What follows belongs to an exercise in optimizing a design on an open flow for small area; a production flow would make more cautious choices. Only simulation tests tie the RTL to the original design; equivalence was not proved.

### flow/config.mk
export PLATFORM = sky130hd
export DESIGN_NAME = fir_filter
export DESIGN_NICKNAME = fir_filter
export VERILOG_FILES = /design/flow/design.v
export SDC_FILE = /design/flow/constraint.sdc
export NUM_CORES = 4
export LEC_CHECK = 0
export CAP_MARGIN = 20
export CORE_MARGIN = 2
export CORE_UTILIZATION = 60
export GPL_TIMING_DRIVEN = 0
export SLEW_MARGIN = 20
export SYNTH_HIERARCHICAL = 1
### flow/constraint.sdc
create_clock -name core_clock -period 13.0 [get_ports {clk}]
set_input_delay 2.6000 -clock core_clock [delete_from_list [all_inputs] [get_ports {clk}]]
set_output_delay 2.6000 -clock core_clock [all_outputs]
set_load 0.01 [all_outputs]
### flow/design.v
module fir_filter(clk,reset,data_in,data_out);
input clk,reset;
input signed [15:0] data_in;  
output reg signed [15:0] data_out;  
reg [15:0] x0, x1, x2, x3, x4, x5, x6, x7;
wire [15:0] y;
always @(posedge clk or posedge reset)
  if (reset) begin
    x0 <= 0; x1 <= 0; x2 <= 0; x3 <= 0;
    x4 <= 0; x5 <= 0; x6 <= 0; x7 <= 0;
    data_out <= 0;
  end else begin
    x0 <= data_in; x1 <= x0; x2 <= x1; x3 <= x2;
    x4 <= x3; x5 <= x4; x6 <= x5; x7 <= x6;
    data_out <= y;
  end
  wire n1 = x1[0] ^ x6[0];
  wire n2 = x1[0] & x6[0];
  wire n3, n4;
  fir_fa u_n3 (.a(x1[1]), .b(x6[1]), .c(n2), .s(n3), .co(n4));
  wire n5, n6;
  fir_fa u_n5 (.a(x1[2]), .b(x6[2]), .c(n4), .s(n5), .co(n6));
  wire n7, n8;
  fir_fa u_n7 (.a(x1[3]), .b(x6[3]), .c(n6), .s(n7), .co(n8));
  wire n9, n10;
  fir_fa u_n9 (.a(x1[4]), .b(x6[4]), .c(n8), .s(n9), .co(n10));
  wire n11, n12;
  fir_fa u_n11 (.a(x1[5]), .b(x6[5]), .c(n10), .s(n11), .co(n12));
  wire n13, n14;
  fir_fa u_n13 (.a(x1[6]), .b(x6[6]), .c(n12), .s(n13), .co(n14));
  wire n15, n16;
  fir_fa u_n15 (.a(x1[7]), .b(x6[7]), .c(n14), .s(n15), .co(n16));
  wire n17, n18;
  fir_fa u_n17 (.a(x1[8]), .b(x6[8]), .c(n16), .s(n17), .co(n18));
  wire n19, n20;
  fir_fa u_n19 (.a(x1[9]), .b(x6[9]), .c(n18), .s(n19), .co(n20));
  wire n21, n22;
  fir_fa u_n21 (.a(x1[10]), .b(x6[10]), .c(n20), .s(n21), .co(n22));
  wire n23, n24;
  fir_fa u_n23 (.a(x1[11]), .b(x6[11]), .c(n22), .s(n23), .co(n24));
  wire n25, n26;
  fir_fa u_n25 (.a(x1[12]), .b(x6[12]), .c(n24), .s(n25), .co(n26));
  wire n27, n28;
  fir_fa u_n27 (.a(x1[13]), .b(x6[13]), .c(n26), .s(n27), .co(n28));
  wire n29, n30;
  fir_fa u_n29 (.a(x1[14]), .b(x6[14]), .c(n28), .s(n29), .co(n30));
  wire n31, n32;
  fir_fa u_n31 (.a(x1[15]), .b(x6[15]), .c(~n30), .s(n31), .co(n32));
  wire n33 = x2[0] ^ x5[0];
  wire n34 = x2[0] & x5[0];
  wire n35, n36;
  fir_fa u_n35 (.a(x2[1]), .b(x5[1]), .c(n34), .s(n35), .co(n36));
  wire n37, n38;
  fir_fa u_n37 (.a(x2[2]), .b(x5[2]), .c(n36), .s(n37), .co(n38));
  wire n39, n40;
  fir_fa u_n39 (.a(x2[3]), .b(x5[3]), .c(n38), .s(n39), .co(n40));
  wire n41, n42;
  fir_fa u_n41 (.a(x2[4]), .b(x5[4]), .c(n40), .s(n41), .co(n42));
  wire n43, n44;
  fir_fa u_n43 (.a(x2[5]), .b(x5[5]), .c(n42), .s(n43), .co(n44));
  wire n45, n46;
  fir_fa u_n45 (.a(x2[6]), .b(x5[6]), .c(n44), .s(n45), .co(n46));
  wire n47, n48;
  fir_fa u_n47 (.a(x2[7]), .b(x5[7]), .c(n46), .s(n47), .co(n48));
  wire n49, n50;
  fir_fa u_n49 (.a(x2[8]), .b(x5[8]), .c(n48), .s(n49), .co(n50));
  wire n51, n52;
  fir_fa u_n51 (.a(x2[9]), .b(x5[9]), .c(n50), .s(n51), .co(n52));
  wire n53, n54;
  fir_fa u_n53 (.a(x2[10]), .b(x5[10]), .c(n52), .s(n53), .co(n54));
  wire n55, n56;
  fir_fa u_n55 (.a(x2[11]), .b(x5[11]), .c(n54), .s(n55), .co(n56));
  wire n57, n58;
  fir_fa u_n57 (.a(x2[12]), .b(x5[12]), .c(n56), .s(n57), .co(n58));
  wire n59, n60;
  fir_fa u_n59 (.a(x2[13]), .b(x5[13]), .c(n58), .s(n59), .co(n60));
  wire n61, n62;
  fir_fa u_n61 (.a(x2[14]), .b(x5[14]), .c(n60), .s(n61), .co(n62));
  wire n63, n64;
  fir_fa u_n63 (.a(x2[15]), .b(x5[15]), .c(~n62), .s(n63), .co(n64));
  wire n65 = x3[0] ^ x4[0];
  wire n66 = x3[0] & x4[0];
  wire n67, n68;
  fir_fa u_n67 (.a(x3[1]), .b(x4[1]), .c(n66), .s(n67), .co(n68));
  wire n69, n70;
  fir_fa u_n69 (.a(x3[2]), .b(x4[2]), .c(n68), .s(n69), .co(n70));
  wire n71, n72;
  fir_fa u_n71 (.a(x3[3]), .b(x4[3]), .c(n70), .s(n71), .co(n72));
  wire n73, n74;
  fir_fa u_n73 (.a(x3[4]), .b(x4[4]), .c(n72), .s(n73), .co(n74));
  wire n75, n76;
  fir_fa u_n75 (.a(x3[5]), .b(x4[5]), .c(n74), .s(n75), .co(n76));
  wire n77, n78;
  fir_fa u_n77 (.a(x3[6]), .b(x4[6]), .c(n76), .s(n77), .co(n78));
  wire n79, n80;
  fir_fa u_n79 (.a(x3[7]), .b(x4[7]), .c(n78), .s(n79), .co(n80));
  wire n81, n82;
  fir_fa u_n81 (.a(x3[8]), .b(x4[8]), .c(n80), .s(n81), .co(n82));
  wire n83, n84;
  fir_fa u_n83 (.a(x3[9]), .b(x4[9]), .c(n82), .s(n83), .co(n84));
  wire n85, n86;
  fir_fa u_n85 (.a(x3[10]), .b(x4[10]), .c(n84), .s(n85), .co(n86));
  wire n87, n88;
  fir_fa u_n87 (.a(x3[11]), .b(x4[11]), .c(n86), .s(n87), .co(n88));
  wire n89, n90;
  fir_fa u_n89 (.a(x3[12]), .b(x4[12]), .c(n88), .s(n89), .co(n90));
  wire n91, n92;
  fir_fa u_n91 (.a(x3[13]), .b(x4[13]), .c(n90), .s(n91), .co(n92));
  wire n93, n94;
  fir_fa u_n93 (.a(x3[14]), .b(x4[14]), .c(n92), .s(n93), .co(n94));
  wire n95, n96;
  fir_fa u_n95 (.a(x3[15]), .b(x4[15]), .c(~n94), .s(n95), .co(n96));
  wire n97 = n33 ^ ~x0[0];
  wire n98 = n33 & ~x0[0];
  wire n99, n100;
  fir_fa u_n99 (.a(n35), .b(~x0[1]), .c(n98), .s(n99), .co(n100));
  wire n101, n102;
  fir_fa u_n101 (.a(n37), .b(~x0[2]), .c(n100), .s(n101), .co(n102));
  wire n103, n104;
  fir_fa u_n103 (.a(n39), .b(~x0[3]), .c(n102), .s(n103), .co(n104));
  wire n105, n106;
  fir_fa u_n105 (.a(n41), .b(~x0[4]), .c(n104), .s(n105), .co(n106));
  wire n107, n108;
  fir_fa u_n107 (.a(n43), .b(~x0[5]), .c(n106), .s(n107), .co(n108));
  wire n109, n110;
  fir_fa u_n109 (.a(n45), .b(~x0[6]), .c(n108), .s(n109), .co(n110));
  wire n111, n112;
  fir_fa u_n111 (.a(n47), .b(~x0[7]), .c(n110), .s(n111), .co(n112));
  wire n113, n114;
  fir_fa u_n113 (.a(n49), .b(~x0[8]), .c(n112), .s(n113), .co(n114));
  wire n115, n116;
  fir_fa u_n115 (.a(n51), .b(~x0[9]), .c(n114), .s(n115), .co(n116));
  wire n117, n118;
  fir_fa u_n117 (.a(n53), .b(~x0[10]), .c(n116), .s(n117), .co(n118));
  wire n119, n120;
  fir_fa u_n119 (.a(n55), .b(~x0[11]), .c(n118), .s(n119), .co(n120));
  wire n121, n122;
  fir_fa u_n121 (.a(n57), .b(~x0[12]), .c(n120), .s(n121), .co(n122));
  wire n123, n124;
  fir_fa u_n123 (.a(n59), .b(~x0[13]), .c(n122), .s(n123), .co(n124));
  wire n125, n126;
  fir_fa u_n125 (.a(n61), .b(~x0[14]), .c(n124), .s(n125), .co(n126));
  wire n127, n128;
  fir_fa u_n127 (.a(~n63), .b(x0[15]), .c(n126), .s(n127), .co(n128));
  wire n129 = ~n64 ^ n128;
  wire n130 = ~n64 & n128;
  wire n131 = x0[3] ^ n1;
  wire n132 = x0[3] & n1;
  wire n133, n134;
  fir_fa u_n133 (.a(x0[4]), .b(n3), .c(n132), .s(n133), .co(n134));
  wire n135, n136;
  fir_fa u_n135 (.a(x0[5]), .b(n5), .c(n134), .s(n135), .co(n136));
  wire n137, n138;
  fir_fa u_n137 (.a(x0[6]), .b(n7), .c(n136), .s(n137), .co(n138));
  wire n139, n140;
  fir_fa u_n139 (.a(x0[7]), .b(n9), .c(n138), .s(n139), .co(n140));
  wire n141, n142;
  fir_fa u_n141 (.a(x0[8]), .b(n11), .c(n140), .s(n141), .co(n142));
  wire n143, n144;
  fir_fa u_n143 (.a(x0[9]), .b(n13), .c(n142), .s(n143), .co(n144));
  wire n145, n146;
  fir_fa u_n145 (.a(x0[10]), .b(n15), .c(n144), .s(n145), .co(n146));
  wire n147, n148;
  fir_fa u_n147 (.a(x0[11]), .b(n17), .c(n146), .s(n147), .co(n148));
  wire n149, n150;
  fir_fa u_n149 (.a(x0[12]), .b(n19), .c(n148), .s(n149), .co(n150));
  wire n151, n152;
  fir_fa u_n151 (.a(x0[13]), .b(n21), .c(n150), .s(n151), .co(n152));
  wire n153, n154;
  fir_fa u_n153 (.a(x0[14]), .b(n23), .c(n152), .s(n153), .co(n154));
  wire n155, n156;
  fir_fa u_n155 (.a(~x0[15]), .b(n25), .c(n154), .s(n155), .co(n156));
  wire n157 = n27 ^ n156;
  wire n158 = n27 & n156;
  wire n159 = n29 ^ n158;
  wire n160 = n29 & n158;
  wire n161 = ~n31 ^ n160;
  wire n162 = ~n31 & n160;
  wire n163 = ~n32 ^ n162;
  wire n164 = ~n32 & n162;
  wire n165 = n3 ^ x7[0];
  wire n166 = n3 & x7[0];
  wire n167, n168;
  fir_fa u_n167 (.a(n5), .b(x7[1]), .c(n166), .s(n167), .co(n168));
  wire n169, n170;
  fir_fa u_n169 (.a(n7), .b(x7[2]), .c(n168), .s(n169), .co(n170));
  wire n171, n172;
  fir_fa u_n171 (.a(n9), .b(x7[3]), .c(n170), .s(n171), .co(n172));
  wire n173, n174;
  fir_fa u_n173 (.a(n11), .b(x7[4]), .c(n172), .s(n173), .co(n174));
  wire n175, n176;
  fir_fa u_n175 (.a(n13), .b(x7[5]), .c(n174), .s(n175), .co(n176));
  wire n177, n178;
  fir_fa u_n177 (.a(n15), .b(x7[6]), .c(n176), .s(n177), .co(n178));
  wire n179, n180;
  fir_fa u_n179 (.a(n17), .b(x7[7]), .c(n178), .s(n179), .co(n180));
  wire n181, n182;
  fir_fa u_n181 (.a(n19), .b(x7[8]), .c(n180), .s(n181), .co(n182));
  wire n183, n184;
  fir_fa u_n183 (.a(n21), .b(x7[9]), .c(n182), .s(n183), .co(n184));
  wire n185, n186;
  fir_fa u_n185 (.a(n23), .b(x7[10]), .c(n184), .s(n185), .co(n186));
  wire n187, n188;
  fir_fa u_n187 (.a(n25), .b(x7[11]), .c(n186), .s(n187), .co(n188));
  wire n189, n190;
  fir_fa u_n189 (.a(n27), .b(x7[12]), .c(n188), .s(n189), .co(n190));
  wire n191, n192;
  fir_fa u_n191 (.a(n29), .b(x7[13]), .c(n190), .s(n191), .co(n192));
  wire n193, n194;
  fir_fa u_n193 (.a(~n31), .b(x7[14]), .c(n192), .s(n193), .co(n194));
  wire n195, n196;
  fir_fa u_n195 (.a(n32), .b(x7[15]), .c(~n194), .s(n195), .co(n196));
  wire n197 = x7[0] ^ n97;
  wire n198 = x7[0] & n97;
  wire n199, n200;
  fir_fa u_n199 (.a(x7[1]), .b(n99), .c(n198), .s(n199), .co(n200));
  wire n201, n202;
  fir_fa u_n201 (.a(x7[2]), .b(n101), .c(n200), .s(n201), .co(n202));
  wire n203, n204;
  fir_fa u_n203 (.a(x7[3]), .b(n103), .c(n202), .s(n203), .co(n204));
  wire n205, n206;
  fir_fa u_n205 (.a(x7[4]), .b(n105), .c(n204), .s(n205), .co(n206));
  wire n207, n208;
  fir_fa u_n207 (.a(x7[5]), .b(n107), .c(n206), .s(n207), .co(n208));
  wire n209, n210;
  fir_fa u_n209 (.a(x7[6]), .b(n109), .c(n208), .s(n209), .co(n210));
  wire n211, n212;
  fir_fa u_n211 (.a(x7[7]), .b(n111), .c(n210), .s(n211), .co(n212));
  wire n213 = x7[8] ^ n113;
  wire n214 = x7[8] & n113;
  wire n215, n216;
  fir_fa u_n215 (.a(x7[9]), .b(n115), .c(n214), .s(n215), .co(n216));
  wire n217, n218;
  fir_fa u_n217 (.a(x7[10]), .b(n117), .c(n216), .s(n217), .co(n218));
  wire n219, n220;
  fir_fa u_n219 (.a(x7[11]), .b(n119), .c(n218), .s(n219), .co(n220));
  wire n221, n222;
  fir_fa u_n221 (.a(x7[12]), .b(n121), .c(n220), .s(n221), .co(n222));
  wire n223, n224;
  fir_fa u_n223 (.a(x7[13]), .b(n123), .c(n222), .s(n223), .co(n224));
  wire n225, n226;
  fir_fa u_n225 (.a(x7[14]), .b(n125), .c(n224), .s(n225), .co(n226));
  wire n227, n228;
  fir_fa u_n227 (.a(~x7[15]), .b(n127), .c(n226), .s(n227), .co(n228));
  wire n229 = n129 ^ n228;
  wire n230 = n129 & n228;
  wire n231 = n130 ^ n230;
  wire n232 = n130 & n230;
  wire n233 = n99 ^ n65;
  wire n234 = n99 & n65;
  wire n235, n236;
  fir_fa u_n235 (.a(n101), .b(n67), .c(n234), .s(n235), .co(n236));
  wire n237, n238;
  fir_fa u_n237 (.a(n103), .b(n69), .c(n236), .s(n237), .co(n238));
  wire n239, n240;
  fir_fa u_n239 (.a(n105), .b(n71), .c(n238), .s(n239), .co(n240));
  wire n241, n242;
  fir_fa u_n241 (.a(n107), .b(n73), .c(n240), .s(n241), .co(n242));
  wire n243, n244;
  fir_fa u_n243 (.a(n109), .b(n75), .c(n242), .s(n243), .co(n244));
  wire n245, n246;
  fir_fa u_n245 (.a(n111), .b(n77), .c(n244), .s(n245), .co(n246));
  wire n247, n248;
  fir_fa u_n247 (.a(n113), .b(n79), .c(n246), .s(n247), .co(n248));
  wire n249, n250;
  fir_fa u_n249 (.a(n115), .b(n81), .c(n248), .s(n249), .co(n250));
  wire n251, n252;
  fir_fa u_n251 (.a(n117), .b(n83), .c(n250), .s(n251), .co(n252));
  wire n253, n254;
  fir_fa u_n253 (.a(n119), .b(n85), .c(n252), .s(n253), .co(n254));
  wire n255, n256;
  fir_fa u_n255 (.a(n121), .b(n87), .c(n254), .s(n255), .co(n256));
  wire n257, n258;
  fir_fa u_n257 (.a(n123), .b(n89), .c(n256), .s(n257), .co(n258));
  wire n259, n260;
  fir_fa u_n259 (.a(n125), .b(n91), .c(n258), .s(n259), .co(n260));
  wire n261, n262;
  fir_fa u_n261 (.a(n127), .b(n93), .c(n260), .s(n261), .co(n262));
  wire n263, n264;
  fir_fa u_n263 (.a(n129), .b(~n95), .c(n262), .s(n263), .co(n264));
  wire n265, n266;
  fir_fa u_n265 (.a(n130), .b(~n96), .c(n264), .s(n265), .co(n266));
  wire n267 = (1'b0 & n1) | (1'b0 & n199) | (n1 & n199);
  wire n268 = 1'b0 ^ x0[0] ^ n97;
  wire n269 = (1'b0 & x0[0]) | (1'b0 & n97) | (x0[0] & n97);
  wire n270, n271;
  fir_fa u_n270 (.a(n165), .b(n268), .c(n267), .s(n270), .co(n271));
  wire n272 = ~(n201 | n270);
  wire n273 = 1'b0 ^ x0[1] ^ x0[0];
  wire n274 = (1'b0 & x0[1]) | (1'b0 & x0[0]) | (x0[1] & x0[0]);
  wire n275, n276;
  fir_fa u_n275 (.a(n273), .b(n269), .c(n233), .s(n275), .co(n276));
  wire n277, n278;
  fir_fa u_n277 (.a(n167), .b(n275), .c(n271), .s(n277), .co(n278));
  wire n279 = (n203 & ~n272) | (n203 & n277) | (~n272 & n277);
  wire n280 = 1'b0 ^ x0[2] ^ x0[1];
  wire n281 = (1'b0 & x0[2]) | (1'b0 & x0[1]) | (x0[2] & x0[1]);
  wire n282, n283;
  fir_fa u_n282 (.a(n1), .b(n274), .c(n280), .s(n282), .co(n283));
  wire n284, n285;
  fir_fa u_n284 (.a(n282), .b(n276), .c(n169), .s(n284), .co(n285));
  wire n286, n287;
  fir_fa u_n286 (.a(~n65), .b(n235), .c(n284), .s(n286), .co(n287));
  wire n288, n289;
  fir_fa u_n288 (.a(n278), .b(n205), .c(n286), .s(n288), .co(n289));
  wire n290 = ~(n279 | n288);
  wire n291, n292;
  fir_fa u_n291 (.a(x0[2]), .b(n281), .c(n131), .s(n291), .co(n292));
  wire n293, n294;
  fir_fa u_n293 (.a(n197), .b(n283), .c(n165), .s(n293), .co(n294));
  wire n295, n296;
  fir_fa u_n295 (.a(~n67), .b(n291), .c(n293), .s(n295), .co(n296));
  wire n297, n298;
  fir_fa u_n297 (.a(n295), .b(n171), .c(n285), .s(n297), .co(n298));
  wire n299, n300;
  fir_fa u_n299 (.a(n237), .b(n297), .c(n287), .s(n299), .co(n300));
  wire n301, n302;
  fir_fa u_n301 (.a(n289), .b(n299), .c(n207), .s(n301), .co(n302));
  wire n303 = n290 & ~n301;
  wire n304, n305;
  fir_fa u_n304 (.a(n131), .b(n292), .c(~n69), .s(n304), .co(n305));
  wire n306, n307;
  fir_fa u_n306 (.a(n133), .b(n294), .c(n304), .s(n306), .co(n307));
  wire n308, n309;
  fir_fa u_n308 (.a(n167), .b(n199), .c(n296), .s(n308), .co(n309));
  wire n310, n311;
  fir_fa u_n310 (.a(n306), .b(n308), .c(n173), .s(n310), .co(n311));
  wire n312, n313;
  fir_fa u_n312 (.a(n298), .b(n239), .c(n310), .s(n312), .co(n313));
  wire n314, n315;
  fir_fa u_n314 (.a(n300), .b(n312), .c(n302), .s(n314), .co(n315));
  wire n316 = (n209 & ~n303) | (n209 & n314) | (~n303 & n314);
  wire n317 = 1'b0 ^ x0[0] ^ n133;
  wire n318 = (1'b0 & x0[0]) | (1'b0 & n133) | (x0[0] & n133);
  wire n319, n320;
  fir_fa u_n319 (.a(n305), .b(n135), .c(n317), .s(n319), .co(n320));
  wire n321, n322;
  fir_fa u_n321 (.a(n307), .b(n169), .c(n201), .s(n321), .co(n322));
  wire n323, n324;
  fir_fa u_n323 (.a(~n71), .b(n319), .c(n309), .s(n323), .co(n324));
  wire n325, n326;
  fir_fa u_n325 (.a(n321), .b(n323), .c(n175), .s(n325), .co(n326));
  wire n327, n328;
  fir_fa u_n327 (.a(n311), .b(n241), .c(n313), .s(n327), .co(n328));
  wire n329, n330;
  fir_fa u_n329 (.a(n325), .b(n327), .c(n315), .s(n329), .co(n330));
  wire n331 = (n211 & n329) | (n211 & n316) | (n329 & n316);
  wire n332, n333;
  fir_fa u_n332 (.a(x0[1]), .b(n1), .c(n135), .s(n332), .co(n333));
  wire n334, n335;
  fir_fa u_n334 (.a(n318), .b(n137), .c(n332), .s(n334), .co(n335));
  wire n336, n337;
  fir_fa u_n336 (.a(n320), .b(n171), .c(n322), .s(n336), .co(n337));
  wire n338, n339;
  fir_fa u_n338 (.a(~n73), .b(n334), .c(n203), .s(n338), .co(n339));
  wire n340, n341;
  fir_fa u_n340 (.a(n324), .b(n336), .c(n338), .s(n340), .co(n341));
  wire n342, n343;
  fir_fa u_n342 (.a(n326), .b(n177), .c(n340), .s(n342), .co(n343));
  wire n344, n345;
  fir_fa u_n344 (.a(n243), .b(n328), .c(n342), .s(n344), .co(n345));
  wire n346, n347;
  fir_fa u_n346 (.a(n212), .b(n213), .c(n344), .s(n346), .co(n347));
  wire n348 = (n330 & n346) | (n330 & n331) | (n346 & n331);
  wire n349, n350;
  fir_fa u_n349 (.a(x0[2]), .b(n165), .c(n137), .s(n349), .co(n350));
  wire n351, n352;
  fir_fa u_n351 (.a(n333), .b(n139), .c(n335), .s(n351), .co(n352));
  wire n353, n354;
  fir_fa u_n353 (.a(n349), .b(n173), .c(n337), .s(n353), .co(n354));
  wire n355, n356;
  fir_fa u_n355 (.a(n351), .b(n205), .c(n339), .s(n355), .co(n356));
  wire n357, n358;
  fir_fa u_n357 (.a(n353), .b(n341), .c(n355), .s(n357), .co(n358));
  wire n359, n360;
  fir_fa u_n359 (.a(n179), .b(n343), .c(n357), .s(n359), .co(n360));
  wire n361, n362;
  fir_fa u_n361 (.a(n245), .b(n345), .c(n359), .s(n361), .co(n362));
  wire n363, n364;
  fir_fa u_n363 (.a(~n75), .b(n347), .c(n361), .s(n363), .co(n364));
  wire n365 = (n215 & n363) | (n215 & n348) | (n363 & n348);
  wire n366 = 1'b1 ^ ~n131 ^ n97;
  wire n367 = (1'b1 & ~n131) | (1'b1 & n97) | (~n131 & n97);
  wire n368, n369;
  fir_fa u_n368 (.a(n167), .b(n139), .c(n350), .s(n368), .co(n369));
  wire n370, n371;
  fir_fa u_n370 (.a(n141), .b(n352), .c(n368), .s(n370), .co(n371));
  wire n372, n373;
  fir_fa u_n372 (.a(n175), .b(n354), .c(n370), .s(n372), .co(n373));
  wire n374, n375;
  fir_fa u_n374 (.a(n366), .b(n77), .c(~n356), .s(n374), .co(n375));
  wire n376, n377;
  fir_fa u_n376 (.a(n207), .b(n372), .c(n358), .s(n376), .co(n377));
  wire n378, n379;
  fir_fa u_n378 (.a(n181), .b(n360), .c(n376), .s(n378), .co(n379));
  wire n380, n381;
  fir_fa u_n380 (.a(n247), .b(n362), .c(n378), .s(n380), .co(n381));
  wire n382, n383;
  fir_fa u_n382 (.a(~n374), .b(n380), .c(n364), .s(n382), .co(n383));
  wire n384 = (n217 & n365) | (n217 & n382) | (n365 & n382);
  wire n385, n386;
  fir_fa u_n385 (.a(n367), .b(~n133), .c(n233), .s(n385), .co(n386));
  wire n387, n388;
  fir_fa u_n387 (.a(n169), .b(n141), .c(n369), .s(n387), .co(n388));
  wire n389, n390;
  fir_fa u_n389 (.a(n143), .b(n371), .c(n387), .s(n389), .co(n390));
  wire n391, n392;
  fir_fa u_n391 (.a(n177), .b(n373), .c(n389), .s(n391), .co(n392));
  wire n393, n394;
  fir_fa u_n393 (.a(n385), .b(n79), .c(n375), .s(n393), .co(n394));
  wire n395, n396;
  fir_fa u_n395 (.a(n209), .b(n391), .c(n377), .s(n395), .co(n396));
  wire n397, n398;
  fir_fa u_n397 (.a(n183), .b(n379), .c(n395), .s(n397), .co(n398));
  wire n399, n400;
  fir_fa u_n399 (.a(n381), .b(n397), .c(n249), .s(n399), .co(n400));
  wire n401, n402;
  fir_fa u_n401 (.a(~n393), .b(n399), .c(n383), .s(n401), .co(n402));
  wire n403 = (n219 & n384) | (n219 & n401) | (n384 & n401);
  wire n404 = 1'b0 ^ n1 ^ n97;
  wire n405 = (1'b0 & n1) | (1'b0 & n97) | (n1 & n97);
  wire n406, n407;
  fir_fa u_n406 (.a(n404), .b(n135), .c(~n386), .s(n406), .co(n407));
  wire n408, n409;
  fir_fa u_n408 (.a(~n235), .b(n171), .c(n406), .s(n408), .co(n409));
  wire n410, n411;
  fir_fa u_n410 (.a(n143), .b(n388), .c(n408), .s(n410), .co(n411));
  wire n412, n413;
  fir_fa u_n412 (.a(n145), .b(n390), .c(n410), .s(n412), .co(n413));
  wire n414, n415;
  fir_fa u_n414 (.a(n179), .b(n392), .c(n412), .s(n414), .co(n415));
  wire n416, n417;
  fir_fa u_n416 (.a(n81), .b(n394), .c(~n211), .s(n416), .co(n417));
  wire n418, n419;
  fir_fa u_n418 (.a(n414), .b(n396), .c(n185), .s(n418), .co(n419));
  wire n420, n421;
  fir_fa u_n420 (.a(n398), .b(n418), .c(n400), .s(n420), .co(n421));
  wire n422, n423;
  fir_fa u_n422 (.a(n251), .b(n420), .c(n402), .s(n422), .co(n423));
  wire n424, n425;
  fir_fa u_n424 (.a(n221), .b(n403), .c(n422), .s(n424), .co(n425));
  wire n426 = n416 & ~n424;
  wire n427 = 1'b0 ^ n405 ^ n165;
  wire n428 = (1'b0 & n405) | (1'b0 & n165) | (n405 & n165);
  wire n429, n430;
  fir_fa u_n429 (.a(n427), .b(n233), .c(n137), .s(n429), .co(n430));
  wire n431, n432;
  fir_fa u_n431 (.a(n429), .b(n407), .c(n173), .s(n431), .co(n432));
  wire n433, n434;
  fir_fa u_n433 (.a(~n237), .b(n409), .c(n431), .s(n433), .co(n434));
  wire n435, n436;
  fir_fa u_n435 (.a(n145), .b(n411), .c(n433), .s(n435), .co(n436));
  wire n437, n438;
  fir_fa u_n437 (.a(~n83), .b(n147), .c(n413), .s(n437), .co(n438));
  wire n439, n440;
  fir_fa u_n439 (.a(n212), .b(n181), .c(n435), .s(n439), .co(n440));
  wire n441, n442;
  fir_fa u_n441 (.a(n415), .b(n437), .c(n213), .s(n441), .co(n442));
  wire n443, n444;
  fir_fa u_n443 (.a(~n417), .b(n439), .c(n441), .s(n443), .co(n444));
  wire n445, n446;
  fir_fa u_n445 (.a(n187), .b(n419), .c(n443), .s(n445), .co(n446));
  wire n447, n448;
  fir_fa u_n447 (.a(n421), .b(n445), .c(n253), .s(n447), .co(n448));
  wire n449, n450;
  fir_fa u_n449 (.a(n423), .b(n447), .c(n223), .s(n449), .co(n450));
  wire n451 = (n425 & ~n426) | (n425 & n449) | (~n426 & n449);
  wire n452, n453;
  fir_fa u_n452 (.a(~n97), .b(n428), .c(n167), .s(n452), .co(n453));
  wire n454, n455;
  fir_fa u_n454 (.a(n452), .b(n235), .c(n139), .s(n454), .co(n455));
  wire n456, n457;
  fir_fa u_n456 (.a(n430), .b(n454), .c(n175), .s(n456), .co(n457));
  wire n458, n459;
  fir_fa u_n458 (.a(n432), .b(n456), .c(n434), .s(n458), .co(n459));
  wire n460, n461;
  fir_fa u_n460 (.a(n147), .b(n436), .c(n458), .s(n460), .co(n461));
  wire n462, n463;
  fir_fa u_n462 (.a(n239), .b(n85), .c(~n149), .s(n462), .co(n463));
  wire n464, n465;
  fir_fa u_n464 (.a(n438), .b(n183), .c(n440), .s(n464), .co(n465));
  wire n466, n467;
  fir_fa u_n466 (.a(n460), .b(~n462), .c(n442), .s(n466), .co(n467));
  wire n468, n469;
  fir_fa u_n468 (.a(n464), .b(n215), .c(n444), .s(n468), .co(n469));
  wire n470, n471;
  fir_fa u_n470 (.a(n466), .b(n189), .c(n446), .s(n470), .co(n471));
  wire n472, n473;
  fir_fa u_n472 (.a(n468), .b(n470), .c(n448), .s(n472), .co(n473));
  wire n474, n475;
  fir_fa u_n474 (.a(n255), .b(n472), .c(n450), .s(n474), .co(n475));
  wire n476 = (n225 & n474) | (n225 & n451) | (n474 & n451);
  wire n477, n478;
  fir_fa u_n477 (.a(~n233), .b(n169), .c(n453), .s(n477), .co(n478));
  wire n479, n480;
  fir_fa u_n479 (.a(n477), .b(n237), .c(n141), .s(n479), .co(n480));
  wire n481, n482;
  fir_fa u_n481 (.a(n455), .b(n479), .c(n457), .s(n481), .co(n482));
  wire n483, n484;
  fir_fa u_n483 (.a(n177), .b(n481), .c(n459), .s(n483), .co(n484));
  wire n485, n486;
  fir_fa u_n485 (.a(n149), .b(n461), .c(n483), .s(n485), .co(n486));
  wire n487, n488;
  fir_fa u_n487 (.a(n241), .b(n87), .c(n463), .s(n487), .co(n488));
  wire n489, n490;
  fir_fa u_n489 (.a(n151), .b(n185), .c(n465), .s(n489), .co(n490));
  wire n491, n492;
  fir_fa u_n491 (.a(n485), .b(n467), .c(n489), .s(n491), .co(n492));
  wire n493, n494;
  fir_fa u_n493 (.a(n217), .b(n469), .c(n491), .s(n493), .co(n494));
  wire n495, n496;
  fir_fa u_n495 (.a(n191), .b(n471), .c(n493), .s(n495), .co(n496));
  wire n497, n498;
  fir_fa u_n497 (.a(n473), .b(n495), .c(n257), .s(n497), .co(n498));
  wire n499, n500;
  fir_fa u_n499 (.a(n497), .b(n475), .c(n227), .s(n499), .co(n500));
  wire n501, n502;
  fir_fa u_n501 (.a(~n487), .b(n476), .c(n499), .s(n501), .co(n502));
  wire n503, n504;
  fir_fa u_n503 (.a(~n235), .b(n171), .c(n478), .s(n503), .co(n504));
  wire n505, n506;
  fir_fa u_n505 (.a(n503), .b(n143), .c(n480), .s(n505), .co(n506));
  wire n507, n508;
  fir_fa u_n507 (.a(n239), .b(n505), .c(n482), .s(n507), .co(n508));
  wire n509, n510;
  fir_fa u_n509 (.a(n179), .b(n507), .c(n484), .s(n509), .co(n510));
  wire n511, n512;
  fir_fa u_n511 (.a(n151), .b(n486), .c(n509), .s(n511), .co(n512));
  wire n513, n514;
  fir_fa u_n513 (.a(n243), .b(n89), .c(n488), .s(n513), .co(n514));
  wire n515, n516;
  fir_fa u_n515 (.a(n153), .b(n187), .c(n490), .s(n515), .co(n516));
  wire n517, n518;
  fir_fa u_n517 (.a(n511), .b(n492), .c(n515), .s(n517), .co(n518));
  wire n519, n520;
  fir_fa u_n519 (.a(n219), .b(n494), .c(n517), .s(n519), .co(n520));
  wire n521, n522;
  fir_fa u_n521 (.a(n193), .b(n496), .c(n519), .s(n521), .co(n522));
  wire n523, n524;
  fir_fa u_n523 (.a(n521), .b(n498), .c(n259), .s(n523), .co(n524));
  wire n525, n526;
  fir_fa u_n525 (.a(~n513), .b(n523), .c(n229), .s(n525), .co(n526));
  wire n527, n528;
  fir_fa u_n527 (.a(n500), .b(n525), .c(n502), .s(n527), .co(n528));
  wire n529 = 1'b0 ^ n173 ^ n504;
  wire n530 = (1'b0 & n173) | (1'b0 & n504) | (n173 & n504);
  wire n531, n532;
  fir_fa u_n531 (.a(n529), .b(n145), .c(n506), .s(n531), .co(n532));
  wire n533, n534;
  fir_fa u_n533 (.a(~n237), .b(n241), .c(n531), .s(n533), .co(n534));
  wire n535, n536;
  fir_fa u_n535 (.a(n508), .b(n181), .c(n533), .s(n535), .co(n536));
  wire n537, n538;
  fir_fa u_n537 (.a(n510), .b(n153), .c(n535), .s(n537), .co(n538));
  wire n539, n540;
  fir_fa u_n539 (.a(n245), .b(n91), .c(n514), .s(n539), .co(n540));
  wire n541, n542;
  fir_fa u_n541 (.a(n512), .b(n155), .c(n537), .s(n541), .co(n542));
  wire n543, n544;
  fir_fa u_n543 (.a(n189), .b(n516), .c(n541), .s(n543), .co(n544));
  wire n545, n546;
  fir_fa u_n545 (.a(n518), .b(n543), .c(n221), .s(n545), .co(n546));
  wire n547, n548;
  fir_fa u_n547 (.a(~n539), .b(n520), .c(n545), .s(n547), .co(n548));
  wire n549, n550;
  fir_fa u_n549 (.a(~n195), .b(n522), .c(n547), .s(n549), .co(n550));
  wire n551, n552;
  fir_fa u_n551 (.a(n524), .b(n261), .c(n549), .s(n551), .co(n552));
  wire n553, n554;
  fir_fa u_n553 (.a(n231), .b(n526), .c(n551), .s(n553), .co(n554));
  wire n555 = n553 ^ n528;
  wire n556 = ~(n553 | n528);
  wire n557, n558;
  fir_fa u_n557 (.a(~n239), .b(n175), .c(n530), .s(n557), .co(n558));
  wire n559, n560;
  fir_fa u_n559 (.a(n147), .b(n532), .c(n557), .s(n559), .co(n560));
  wire n561, n562;
  fir_fa u_n561 (.a(n243), .b(n559), .c(n534), .s(n561), .co(n562));
  wire n563, n564;
  fir_fa u_n563 (.a(n183), .b(n536), .c(n561), .s(n563), .co(n564));
  wire n565, n566;
  fir_fa u_n565 (.a(n538), .b(n563), .c(n155), .s(n565), .co(n566));
  wire n567, n568;
  fir_fa u_n567 (.a(n247), .b(n93), .c(~n157), .s(n567), .co(n568));
  wire n569, n570;
  fir_fa u_n569 (.a(~n540), .b(n542), .c(n565), .s(n569), .co(n570));
  wire n571, n572;
  fir_fa u_n571 (.a(n191), .b(n544), .c(n569), .s(n571), .co(n572));
  wire n573, n574;
  fir_fa u_n573 (.a(n546), .b(n571), .c(n223), .s(n573), .co(n574));
  wire n575, n576;
  fir_fa u_n575 (.a(n567), .b(n196), .c(~n548), .s(n575), .co(n576));
  wire n577, n578;
  fir_fa u_n577 (.a(n573), .b(n550), .c(n232), .s(n577), .co(n578));
  wire n579, n580;
  fir_fa u_n579 (.a(n263), .b(n552), .c(n577), .s(n579), .co(n580));
  wire n581, n582;
  fir_fa u_n581 (.a(~n575), .b(n554), .c(n579), .s(n581), .co(n582));
  wire n583 = 1'b1 ^ ~n177 ^ n241;
  wire n584 = (1'b1 & ~n177) | (1'b1 & n241) | (~n177 & n241);
  wire n585, n586;
  fir_fa u_n585 (.a(n558), .b(n149), .c(n560), .s(n585), .co(n586));
  wire n587, n588;
  fir_fa u_n587 (.a(n245), .b(n585), .c(n562), .s(n587), .co(n588));
  wire n589, n590;
  fir_fa u_n589 (.a(n185), .b(n564), .c(n587), .s(n589), .co(n590));
  wire n591, n592;
  fir_fa u_n591 (.a(n583), .b(n249), .c(~n157), .s(n591), .co(n592));
  wire n593, n594;
  fir_fa u_n593 (.a(n589), .b(n566), .c(n159), .s(n593), .co(n594));
  wire n595, n596;
  fir_fa u_n595 (.a(~n95), .b(n568), .c(n591), .s(n595), .co(n596));
  wire n597, n598;
  fir_fa u_n597 (.a(n570), .b(n593), .c(n193), .s(n597), .co(n598));
  wire n599, n600;
  fir_fa u_n599 (.a(n572), .b(n597), .c(n574), .s(n599), .co(n600));
  wire n601, n602;
  fir_fa u_n601 (.a(~n595), .b(n225), .c(n599), .s(n601), .co(n602));
  wire n603, n604;
  fir_fa u_n603 (.a(~n576), .b(n601), .c(n578), .s(n603), .co(n604));
  wire n605, n606;
  fir_fa u_n605 (.a(n265), .b(n580), .c(n603), .s(n605), .co(n606));
  wire n607 = 1'b1 ^ n584 ^ n243;
  wire n608 = (1'b1 & n584) | (1'b1 & n243) | (n584 & n243);
  wire n609, n610;
  fir_fa u_n609 (.a(n179), .b(n151), .c(n586), .s(n609), .co(n610));
  wire n611, n612;
  fir_fa u_n611 (.a(n247), .b(n609), .c(n588), .s(n611), .co(n612));
  wire n613, n614;
  fir_fa u_n613 (.a(n187), .b(n590), .c(n611), .s(n613), .co(n614));
  wire n615, n616;
  fir_fa u_n615 (.a(n607), .b(n251), .c(n592), .s(n615), .co(n616));
  wire n617, n618;
  fir_fa u_n617 (.a(n96), .b(n159), .c(n613), .s(n617), .co(n618));
  wire n619, n620;
  fir_fa u_n619 (.a(n594), .b(n161), .c(n617), .s(n619), .co(n620));
  wire n621, n622;
  fir_fa u_n621 (.a(n615), .b(n596), .c(n195), .s(n621), .co(n622));
  wire n623, n624;
  fir_fa u_n623 (.a(n598), .b(n619), .c(n600), .s(n623), .co(n624));
  wire n625, n626;
  fir_fa u_n625 (.a(n227), .b(n623), .c(n602), .s(n625), .co(n626));
  wire n627, n628;
  fir_fa u_n627 (.a(~n621), .b(n266), .c(n625), .s(n627), .co(n628));
  wire n629, n630;
  fir_fa u_n629 (.a(n604), .b(n627), .c(n606), .s(n629), .co(n630));
  wire n631, n632;
  fir_fa u_n631 (.a(~n181), .b(n608), .c(n245), .s(n631), .co(n632));
  wire n633, n634;
  fir_fa u_n633 (.a(~n631), .b(n153), .c(n610), .s(n633), .co(n634));
  wire n635, n636;
  fir_fa u_n635 (.a(n249), .b(n612), .c(n633), .s(n635), .co(n636));
  wire n637, n638;
  fir_fa u_n637 (.a(n189), .b(n614), .c(n635), .s(n637), .co(n638));
  wire n639, n640;
  fir_fa u_n639 (.a(n161), .b(n618), .c(n637), .s(n639), .co(n640));
  wire n641, n642;
  fir_fa u_n641 (.a(n253), .b(n616), .c(~n163), .s(n641), .co(n642));
  wire n643, n644;
  fir_fa u_n643 (.a(n620), .b(~n196), .c(n639), .s(n643), .co(n644));
  wire n645, n646;
  fir_fa u_n645 (.a(n641), .b(n622), .c(~n643), .s(n645), .co(n646));
  wire n647, n648;
  fir_fa u_n647 (.a(n229), .b(n624), .c(~n645), .s(n647), .co(n648));
  wire n649, n650;
  fir_fa u_n649 (.a(n626), .b(n647), .c(n628), .s(n649), .co(n650));
  wire n651, n652;
  fir_fa u_n651 (.a(~n183), .b(n247), .c(n632), .s(n651), .co(n652));
  wire n653, n654;
  fir_fa u_n653 (.a(~n651), .b(n155), .c(n634), .s(n653), .co(n654));
  wire n655, n656;
  fir_fa u_n655 (.a(n251), .b(n636), .c(n653), .s(n655), .co(n656));
  wire n657, n658;
  fir_fa u_n657 (.a(n191), .b(n638), .c(n655), .s(n657), .co(n658));
  wire n659, n660;
  fir_fa u_n659 (.a(n164), .b(n163), .c(~n255), .s(n659), .co(n660));
  wire n661, n662;
  fir_fa u_n661 (.a(n640), .b(n657), .c(n659), .s(n661), .co(n662));
  wire n663, n664;
  fir_fa u_n663 (.a(~n642), .b(n644), .c(n661), .s(n663), .co(n664));
  wire n665, n666;
  fir_fa u_n665 (.a(~n646), .b(n663), .c(n231), .s(n665), .co(n666));
  wire n667, n668;
  fir_fa u_n667 (.a(n648), .b(n665), .c(n650), .s(n667), .co(n668));
  wire n669, n670;
  fir_fa u_n669 (.a(~n185), .b(n249), .c(n652), .s(n669), .co(n670));
  wire n671, n672;
  fir_fa u_n671 (.a(n157), .b(~n669), .c(n654), .s(n671), .co(n672));
  wire n673, n674;
  fir_fa u_n673 (.a(n253), .b(n656), .c(n671), .s(n673), .co(n674));
  wire n675, n676;
  fir_fa u_n675 (.a(n164), .b(n193), .c(n658), .s(n675), .co(n676));
  wire n677, n678;
  fir_fa u_n677 (.a(n673), .b(~n257), .c(n660), .s(n677), .co(n678));
  wire n679, n680;
  fir_fa u_n679 (.a(n675), .b(n662), .c(n677), .s(n679), .co(n680));
  wire n681, n682;
  fir_fa u_n681 (.a(n679), .b(n664), .c(n232), .s(n681), .co(n682));
  wire n683, n684;
  fir_fa u_n683 (.a(n681), .b(n666), .c(n668), .s(n683), .co(n684));
  wire n685, n686;
  fir_fa u_n685 (.a(~n187), .b(n251), .c(n670), .s(n685), .co(n686));
  wire n687, n688;
  fir_fa u_n687 (.a(n159), .b(~n685), .c(n672), .s(n687), .co(n688));
  wire n689, n690;
  fir_fa u_n689 (.a(n255), .b(n674), .c(n687), .s(n689), .co(n690));
  wire n691, n692;
  fir_fa u_n691 (.a(n676), .b(n689), .c(n678), .s(n691), .co(n692));
  wire n693, n694;
  fir_fa u_n693 (.a(n195), .b(n259), .c(~n680), .s(n693), .co(n694));
  wire n695, n696;
  fir_fa u_n695 (.a(n691), .b(~n693), .c(n682), .s(n695), .co(n696));
  wire n697 = 1'b1 ^ n253 ^ n686;
  wire n698 = (1'b1 & n253) | (1'b1 & n686) | (n253 & n686);
  wire n699, n700;
  fir_fa u_n699 (.a(n189), .b(n161), .c(n688), .s(n699), .co(n700));
  wire n701, n702;
  fir_fa u_n701 (.a(n697), .b(n196), .c(~n257), .s(n701), .co(n702));
  wire n703, n704;
  fir_fa u_n703 (.a(n690), .b(n699), .c(~n701), .s(n703), .co(n704));
  wire n705, n706;
  fir_fa u_n705 (.a(n692), .b(~n261), .c(n703), .s(n705), .co(n706));
  wire n707, n708;
  fir_fa u_n707 (.a(~n694), .b(n705), .c(n696), .s(n707), .co(n708));
  wire n709, n710;
  fir_fa u_n709 (.a(n191), .b(~n698), .c(n163), .s(n709), .co(n710));
  wire n711, n712;
  fir_fa u_n711 (.a(~n255), .b(n709), .c(n700), .s(n711), .co(n712));
  wire n713, n714;
  fir_fa u_n713 (.a(n259), .b(~n702), .c(n711), .s(n713), .co(n714));
  wire n715, n716;
  fir_fa u_n715 (.a(n704), .b(n713), .c(~n263), .s(n715), .co(n716));
  wire n717, n718;
  fir_fa u_n717 (.a(n706), .b(n715), .c(n708), .s(n717), .co(n718));
  wire n719 = 1'b0 ^ n164 ^ n193;
  wire n720 = (1'b0 & n164) | (1'b0 & n193) | (n164 & n193);
  wire n721, n722;
  fir_fa u_n721 (.a(n710), .b(~n257), .c(n719), .s(n721), .co(n722));
  wire n723, n724;
  fir_fa u_n723 (.a(n712), .b(n721), .c(n261), .s(n723), .co(n724));
  wire n725, n726;
  fir_fa u_n725 (.a(n714), .b(n723), .c(n716), .s(n725), .co(n726));
  wire n727, n728;
  fir_fa u_n727 (.a(~n265), .b(n725), .c(n718), .s(n727), .co(n728));
  wire n729 = 1'b1 ^ ~n720 ^ n195;
  wire n730 = (1'b1 & ~n720) | (1'b1 & n195) | (~n720 & n195);
  wire n731, n732;
  fir_fa u_n731 (.a(n259), .b(~n722), .c(n729), .s(n731), .co(n732));
  wire n733, n734;
  fir_fa u_n733 (.a(~n731), .b(n724), .c(n263), .s(n733), .co(n734));
  wire n735, n736;
  fir_fa u_n735 (.a(~n266), .b(n733), .c(n726), .s(n735), .co(n736));
  wire n737, n738;
  fir_fa u_n737 (.a(n196), .b(n730), .c(n261), .s(n737), .co(n738));
  wire n739, n740;
  fir_fa u_n739 (.a(n732), .b(n737), .c(~n265), .s(n739), .co(n740));
  wire n741, n742;
  fir_fa u_n741 (.a(n734), .b(~n739), .c(n736), .s(n741), .co(n742));
  wire n743 = n738 ^ n263 ^ ~n266;
  wire n744 = n740 ^ n743 ^ ~n742;
  wire n745 = n556 ^ ~n581;
  wire n746 = n556 & ~n581;
  wire n747, n748;
  fir_fa u_n747 (.a(n582), .b(n605), .c(~n746), .s(n747), .co(n748));
  wire n749 = n629 ^ n748;
  wire n750 = ~(n629 | n748);
  wire n751, n752;
  fir_fa u_n751 (.a(n630), .b(n649), .c(~n750), .s(n751), .co(n752));
  wire n753 = n667 ^ n752;
  wire n754 = ~(n667 | n752);
  wire n755 = ~n683 ^ n754;
  wire n756 = ~n683 & n754;
  wire n757, n758;
  fir_fa u_n757 (.a(n684), .b(n695), .c(~n756), .s(n757), .co(n758));
  wire n759 = n728 ^ n735;
  wire n760 = ~(n728 | n735);
  wire n761 = ~n741 ^ n760;
  wire n762 = ~n741 & n760;
  wire n763 = n744 ^ n762;
  wire n764 = n717 ^ n707;
  wire n765 = ~(n717 | n707);
  wire n766 = ~n727 ^ n765;
  wire n767 = ~n727 & n765;
  wire n768, n769;
  fir_fa u_n768 (.a(n728), .b(n735), .c(~n767), .s(n768), .co(n769));
  wire n770 = n741 ^ n769;
  wire n771 = ~(n741 | n769);
  wire n772 = n744 ^ n771;
  wire n773 = ~n758 ? n707 : ~n707;
  wire n774 = ~n758 ? n764 : ~n717;
  wire n775 = ~n758 ? n766 : ~n727;
  wire n776 = ~n758 ? ~n768 : n759;
  wire n777 = ~n758 ? n770 : n761;
  wire n778 = ~n758 ? n772 : n763;
  assign y = {n778, n777, n776, n775, n774, n773, ~n757, n755, n753, ~n751, n749, ~n747, n745, n555, ~n527, ~n501};
endmodule
module fir_fa(a, b, c, s, co);
input a, b, c;
output s, co;
assign s = a ^ b ^ c;
assign co = (a & b) | (a & c) | (b & c);
endmodule
### flow/flow/run.sh
#!/bin/bash
# The standard layout (bash standard.sh) with two settings changed:
#  - port buffers (one per input and output port, as standard) use buf_1 cells;
#  - clock tree synthesis uses clkbuf_8 buffers and adds no dummy loads.
# standard.sh's output goes to standard_flow.log; ORFS's per-step logs stay in orfs/logs.
set -euo pipefail
export BUFFER_PORTS_ARGS="-buffer_cell sky130_fd_sc_hd__buf_1"
export CTS_ARGS="-sink_clustering_enable -repair_clock_nets -buf_list sky130_fd_sc_hd__clkbuf_8 -dont_use_dummy_load"
bash standard.sh > standard_flow.log 2>&1
### flow/standard.sh
#!/bin/bash
# synth_recipe.tcl (not shown) runs the flow's synth.tcl, then flattens the netlist and writes it again
# the make line also repeats each setting of config.mk as NAME=value (left out here)
make -C /OpenROAD-flow-scripts/flow DESIGN_CONFIG=/design/flow/config.mk WORK_HOME=/design/flow/orfs CLKGATE_MAP_FILE= SYNTH_SCRIPT=/design/flow/synth_recipe.tcl "${@:-finish}"
==> impl.org <==
** Run status
- Status :: complete, no violations

** Detailed routing
- The first TritonRoute pass finished after 4 iterations.
- Number of nets with antenna violations after detailed routing :: 0
- Vias per inst :: 5.23
- In the routed design, unresolved DRC markers number 0.
- Via count :: 5253
- Dividing the detail-routed wire length by the instance count gives 22.3 µm.
- Initial drt markers :: 315
- Total wirelength of the detailed-routed design :: 22.4 mm

** Synth
- Fraction of synthesis flops using an asynchronous set or reset pin :: 100%
- Counting distinct cell types in the post-synthesis netlist gives 23.
- Sequential elements use 31.1% of the synthesized area.
- Summing every instance area after synthesis gives 0.0116 mm².
- Number of synthesized register bits :: 144
- The number of nets in the synthesized netlist is 1077.
- The synthesized design contains 0 enable-type register cells.
- Number of warning messages in the yosys log :: 7
- Mean instance size in the synthesized netlist :: 17.0 µm²
- In the synthesized netlist the dominant register cell turns out to be sky130_fd_sc_hd__dfrtp_1.
- Number of instances in the synthesized netlist :: 681

** Setup path
- Crit-path max FO :: 7
- Delay contributed by the slowest stage of the critical path :: 0.60 ns
- Required arrival time at the worst endpoint :: 13.36 ns
- STA classifies the critical path endpoint as a flop.
- Crit-path slowest cell :: sky130_fd_sc_hd__fa_2
- Across all register-to-register paths, the minimum setup slack is 0.42 ns.
- The worst register-to-register path begins at x6[0].
- Classification of the worst setup path :: reg -> reg
- Type of origin of the critical path :: flop
- In this run the worst setup path begins at x6[0].
- In this design, the critical path's most frequently occurring cell is sky130_fd_sc_hd__fa_1.
- Crit path DAT :: 12.94 ns

** Clock tree
- TritonCTS built the clock tree.
- In this run the number of H-tree levels came out at 4.
- Clk buf depth :: 2
- Cell chosen for the clock root :: sky130_fd_sc_hd__clkbuf_8
- Clk sink count :: 144
- Clock latency at the later pin of the worst-skew pair :: 0.46 ns
- After clock tree synthesis, the clock-pin slew on the worst setup and hold paths is 0.07 ns.
- In this run, CTS created clock tree buffers numbering 17.

** Timing
- Final number of hold-violating endpoints :: 0
- Counting I/O delays and the setup requirement, the final critical path takes 12.58 ns.
- Setup repair after global routing left no endpoint under its margin.
- The number of pins with negative max-slew slack in the final report is 0.
- Final setup slack of the worst path :: 0.416 ns
- Hold slack final :: 0.365 ns
- Dividing the final minimum period by the clock period gives 96.8%.
- Clock skew on the completed layout was measured at 0.0448 ns.
- The worst pin sits at a relative slew slack of 68.2%.
- For the pin with the worst max-slew slack, the measured transition is 0.477 ns.
- Static timing analysis puts the maximum clock frequency at 79.5 MHz.
- Setup violations remaining at the end of the flow were counted as 0.

** Worst hold path
- The worst hold path belongs to the class reg -> reg.
- Hold_sp :: x4[0]

** Placement
- Total half-perimeter wirelength after legalization and detailed placement :: 19.8 mm
- Worst setup slack before clock tree synthesis :: -0.107 ns
- Final weighted congestion of routability-driven global placement :: 0.948
- Number of placed instances with taps included :: 975
- Number of port buffers :: 33

** Finish
- Area overhead of the layout relative to synthesis :: 7.59%
- # fillers :: 1355
- The library cells used most frequently in the layout, excluding fill and tap cells, are sky130_fd_sc_hd__fa_1, sky130_fd_sc_hd__dfrtp_1, sky130_fd_sc_hd__inv_1.
- Summing all multi-input logic gate instances after layout gives 0.00757 mm².
- In the final layout, flip-flops and latches occupy 0.00360 mm².
- In the final design database the tool counted 1143 nets.
- The library cell used most frequently in the layout, excluding fill and tap cells, is sky130_fd_sc_hd__fa_1.
- 0 antenna diodes ended up in the layout.
- Share of final-layout standard cells stronger than drive strength 1 :: 8.46%
- The count of cells in the finished layout, fillers not included, comes to 1005.

** Global routing
- Total Routing Usage GR :: 25.0%
- Largest net degree at the start of global routing :: 76
- The first global-routing pass estimated 36.0 mm of wire.
- For this run the aggregate overflow at the end of global routing stands at 0.
- Vias in the first global route :: 6391
- The number of antenna violations at the first check in global routing came to 0.

** Die
- The floorplan step defined a die boundary enclosing 0.0205 mm².
- Width of the chip :: 143 µm
- Placeable Area :: 0.0188 mm²
- 34 I/O pins were placed.
- Height of the die :: 143 µm
- Starting Density :: 61.6%
- After floorplanning, the core was divided into 50 placement rows.

** Run
- Max-cap violations in this run came to 0.
## stage by stage
step / area (µm²) / utilization, % / setup TNS (ns)
finish: 12500 / 66.2 / 0
floorplan: 11600 / - / 0
global placement: 12000 / 64.0 / -0.00366
global route: 12500 / 66.2 / 0
CTS: 12300 / 65.4 / 0
detailed placement: 12100 / 64.1 / -0.107
## cells in the mapped netlist, types with 2 or more instances
cell type | instances | area share (%)
sky130_fd_sc_hd__a211oi_1 | 2 | 0.13
sky130_fd_sc_hd__dfrtp_1 | 144 | 31
sky130_fd_sc_hd__fa_1 | 339 | 59
sky130_fd_sc_hd__ha_1 | 39 | 4.2
sky130_fd_sc_hd__inv_1 | 128 | 4.1
sky130_fd_sc_hd__maj3_2 | 2 | 0.19
sky130_fd_sc_hd__mux2_2 | 3 | 0.29
sky130_fd_sc_hd__nand2_1 | 2 | 0.065
sky130_fd_sc_hd__o22ai_1 | 3 | 0.16
sky130_fd_sc_hd__xnor2_1 | 4 | 0.30
sky130_fd_sc_hd__xor2_1 | 3 | 0.23
## final cells by class
type | instances | area share (%)
Multi-Input combinational cell | 408 | 60.7
Sequential cell | 144 | 28.9
Inverter | 128 | 3.91
Tap cell | 260 | 2.61
Timing Repair Buffer | 47 | 2.00
Clock buffer | 17 | 1.88
Buffer | 1 | 0.0401
## worst paths after layout
path / cells after the start / to
setup / recovery: 39 / data_out[15]
hold / removal: 0 / x5[0]
setup reg to reg: 39 / data_out[15]
hold reg to reg: 0 / x5[0]
max in group asynchronous: 3 / x5[14]
min in group asynchronous: 2 / x1[5]
## layer usage
| layer | global-route usage, % | vias to the layer above | wire (µm) |
|---|---|---|---|
| met5 | 0 | - | 0 |
| met4 | 6.36 | 0 | 289 |
| met3 | 5.87 | 20 | 1430 |
| met2 | 36.1 | 157 | 10300 |
| met1 | 39.6 | 2953 | 10400 |
| li1 | - | 2123 | - |
## sequential cells by signal, summed over array words and instances (netlist names)
name      cells
x5           16
data_out     16
x7           16
x0           16
x3           16
x2           16
x1           16
x6           16
x4           16
## per-module statistics from Yosys (local to each module, per instance)
module	flip-flops and latches	cell area [µm²]
fir_fa	0	20.0
fir_filter	144	4830
## kinds of logic after synthesis
group	share of synthesized area, %
compound gates	0.593
xor+xnor	0.529
fa+ha+maj	62.9
buf+inv	4.19
flops	31.1
mux	0.378
simple gates	0.302
## what timing repair did
| action | CTS | global route |
|---|---|---|
| gates resized for setup | 4 | 21 |
| hold buffers | 0 | 0 |
| pin swaps | 0 | 8 |
| setup endpoints to repair | 1 | 6 |
| setup buffers | 0 | 13 |
## critical path, delay by kind of cell (launching register included)
kind | cells | cell delay, ns
XOR/XNOR | 2 | 0.29
buffers and inverters | 8 | 0.67
multiplexers | 1 | 0.22
adder cells (fa/ha/maj) | 28 | 10.97
flip-flops | 1 | 0.39

## re-timing with driven ports
In the flow no input, the clock included, has a driving cell. The finished layout below was timed again as built, in two steps.
Step 1: set_driving_cell puts a clkbuf_16 on clk and a buf_2 on each other input, an assumption about the parent block.
Step 2 moves the port delays by t, midway between the first and last clock arrival at a register: inputs arrive t later, outputs are due t later. That takes back most of the time a late clock gives input paths.
Slacks: ideal ports / drivers / drivers and shift; pairs: ideal ports / drivers.
t, ns: 0.477
setup slack, ns: 0.416 / 0.416 / 0.416
slew at the worst register clock pin (ns): 0.09 / 0.09
After both steps this run still meets setup and hold. For this run, drivers alone change the setup slack by 0.000 ns; drivers and shift together by 0.000 ns.
